From an optimization exercise on the open Yosys and OpenROAD flow, aimed at small area, a short achievable clock period and few clock cycles; shortcuts taken in it are not production practice.
Only simulation tests tie the RTL to the original design; equivalence was not proved.
Power is estimated from default activity; no workload was simulated.

## job 526
Design std_fp_smult_pipe, start of the top module:
module std_fp_smult_pipe #(
    parameter WIDTH = 32,
    parameter INT_WIDTH = 16,
    parameter FRAC_WIDTH = 16
) (
    input  [WIDTH-1:0]              left,
    input  [WIDTH-1:0]              right,
    input  logic                    reset,
    input  logic                    go,
    input  logic                    clk,
    output logic [WIDTH-1:0]        out,
    output logic                    done
);
Size: about 1800 cells after synthesis, about 20000 sq um of cells after synthesis.
export LEC_CHECK = 0
export CAP_MARGIN = 20
export CORE_MARGIN = 2
export CORE_UTILIZATION = 40
export SETUP_SLACK_MARGIN = 3.0
export SLEW_MARGIN = 20
export SYNTH_HIERARCHICAL = 1
create_clock -name core_clock -period 7.5 [get_ports {clk}]
standard.sh (not shown) runs the stock make flow with config.mk's settings and CLKGATE_MAP_FILE= SYNTH_SCRIPT=/design/flow/synth_recipe.tcl, a recipe that flattens the netlist after the stock synthesis.
==> flow/flow/run.sh <==
#!/bin/bash
# Layout flow: the standard ORFS flow (standard.sh, unchanged synthesis),
# with extra ORFS variables from flow/extra.env (port buffer cell choice and
# timing-repair options). Each tool's full output is in orfs/logs/...; the
# make output is in standard.log.
set -euo pipefail
here=$(pwd)
set -a
source "$here/flow/extra.env"
set +a
bash "$here/standard.sh" > "$here/standard.log" 2>&1
==> flow/flow/extra.env <==
BUFFER_PORTS_ARGS="-buffer_cell sky130_fd_sc_hd__buf_4"
SETUP_MOVE_SEQUENCE="unbuffer,sizeup,swap,vt_swap"
Testbench counts of job 526, summed over its fixed seeds: cycles 4,008.
The inputs of job 6345 differ from those of job 526 as listed below.
Settings: changing SETUP_SLACK_MARGIN from 3.0 to 2.5; changing CAP_MARGIN from 20 to 5; changing SLEW_MARGIN from 20 to 5.
==> flow/flow/extra.env <==
BUFFER_PORTS_ARGS="-buffer_cell sky130_fd_sc_hd__buf_2"
Results
- Job 6345 ran to completion and came out clean on the timing, DRC and antenna checks.
- The final layout from job 526, which completed every stage, passed the timing, DRC and antenna checks at the end of the flow.
- Per the comparison of job 6345 with job 526, top achievable clock speed saw an increase, routed length on met1 grew by 3.7%, cell count grew by 2.9%, final sequential cell count did not really move.
- The core of job 6345 is less densely filled than that of job 526.
Edits applied to the flow inputs when going from job 6345 to job 5686:
Settings: a change of CAP_MARGIN from 5 to 20; a change of SLEW_MARGIN from 5 to 20; a change of SETUP_SLACK_MARGIN from 2.5 to 2.75.
==> flow/flow/extra.env <==
BUFFER_PORTS_ARGS="-buffer_cell sky130_fd_sc_hd__buf_4"
==> comparison <==
- Job 6345 → job 5686: number of multi-input logic gates climbed 6, area growth from synthesis to layout went up by 6.4 points, overall routing resource usage higher.
- Job 5686 reports a lower measured slew at the worst slew-check pin than job 6345 does.
- Final cell area: job 5686 above job 6345
- Run comparison: job 5686 slowest cell on the critical path sky130_fd_sc_hd__fa_1; job 6345 slowest cell on the critical path sky130_fd_sc_hd__o21ai_4
- In the tables for job 6345 and job 5686, tightest slew margin relative to the limit reads lower with job 6345.
Edits applied to the flow inputs when going from job 5686 to job 9983:
Settings: SETUP_SLACK_MARGIN changed from 2.75 to 2.5.
==> flow/flow/extra.env <==
BUFFER_PORTS_ARGS="-buffer_cell sky130_fd_sc_hd__buf_2"
SETUP_MOVE_SEQUENCE="unbuffer,sizeup,swap,vt_swap"
==> comparison <==
- Between job 9983 and job 5686, it is job 9983 whose share of the clock period used by the worst path is higher, by 3.2 points.
- Going from job 5686 to job 9983, layout cell share with drive strength beyond 1 now smaller; global routing usage on met1 now sits lower; multi-input combinational cell count went down 0.73%.
- From job 5686 to job 9983 the numbers moved as follows: maximum fanout along the worst path moved up, fraction of power consumed by the clock network closely matched the old numbers, net switching power went down, length of routed met2 wiring now sits lower, clock period minus worst slack went up.
- For job 5686, the category of the critical setup timing path was reg -> out, unlike job 9983, where it was in -> reg.
- Of job 9983 and job 5686, the run reporting the higher instance count on the critical path was job 5686.
- Overall routing resource usage in job 9983 vs job 5686: down 1.5 points
#### Input delta (job 7026 over job 9983)
Settings: changing SETUP_SLACK_MARGIN from 2.5 to 2.75.
==> flow/flow/extra.env <==
BUFFER_PORTS_ARGS="-buffer_cell sky130_fd_sc_hd__buf_2"
Results
Comparing share of layout cells above drive strength 1 for job 7026 and job 9983, the bigger number came from job 7026. STATUS clock power: job 7026 loses against job 9983. The endpoint of the most critical setup path comes out rc$_DFF_P_ in one run and out[27] in the other, namely in job 9983 and job 7026 respectively. Of job 7026 and job 9983, the lower hold slack belongs to job 7026. From job 7026 to job 9983, die area did not move at all. Maximum fanout count along the critical path came out lower on job 7026 than on job 9983. Delta (job 7026 minus job 9983): layout-stage area growth over the synthesis result shows an increase of 4.9 points, design area picked up an extra 4.4%.

## re-timing with driven ports
How much do the figures lean on ideal ports? The routed layouts below were timed once more, with nothing changed but the port constraints. Step 1 (the two cells are an assumption about what drives the block):
set clk [get_ports {clk}]
set_driving_cell -lib_cell sky130_fd_sc_hd__clkbuf_16 $clk
set_driving_cell -lib_cell sky130_fd_sc_hd__buf_2 [delete_from_list [all_inputs] $clk]
Step 2, shift: input delay + t, output delay - t, t = (earliest + latest rising clock arrival at the registers) / 2. This alone moves slack from input paths to output paths. a / b / c = ideal / step 1 / step 2; a / b = the first two.
| run | t (ns) | slack for setup (ns) | worst setup path at the end | worst slew at a driven data input, ns |
|---|---|---|---|---|
| job 526 | 0.443 | 2.383 / 2.336 / 1.893 | input to register | 0.10 |
| job 6345 | 0.438 | 2.505 / 2.507 / 2.069 | input to register | 0.10 |
| job 5686 | 0.441 | 2.573 / 2.518 / 2.203 | input to register | 0.26 |
| job 9983 | 0.438 | 2.337 / 2.368 / 1.931 | input to register | 0.10 |
| job 7026 | 0.441 | 2.576 / 2.522 / 2.138 | input to register | 0.10 |
After both steps setup and hold are still met in every run listed. For job 526, which loses most, drivers alone change the setup slack by -0.047 ns; drivers and shift together by -0.490 ns.
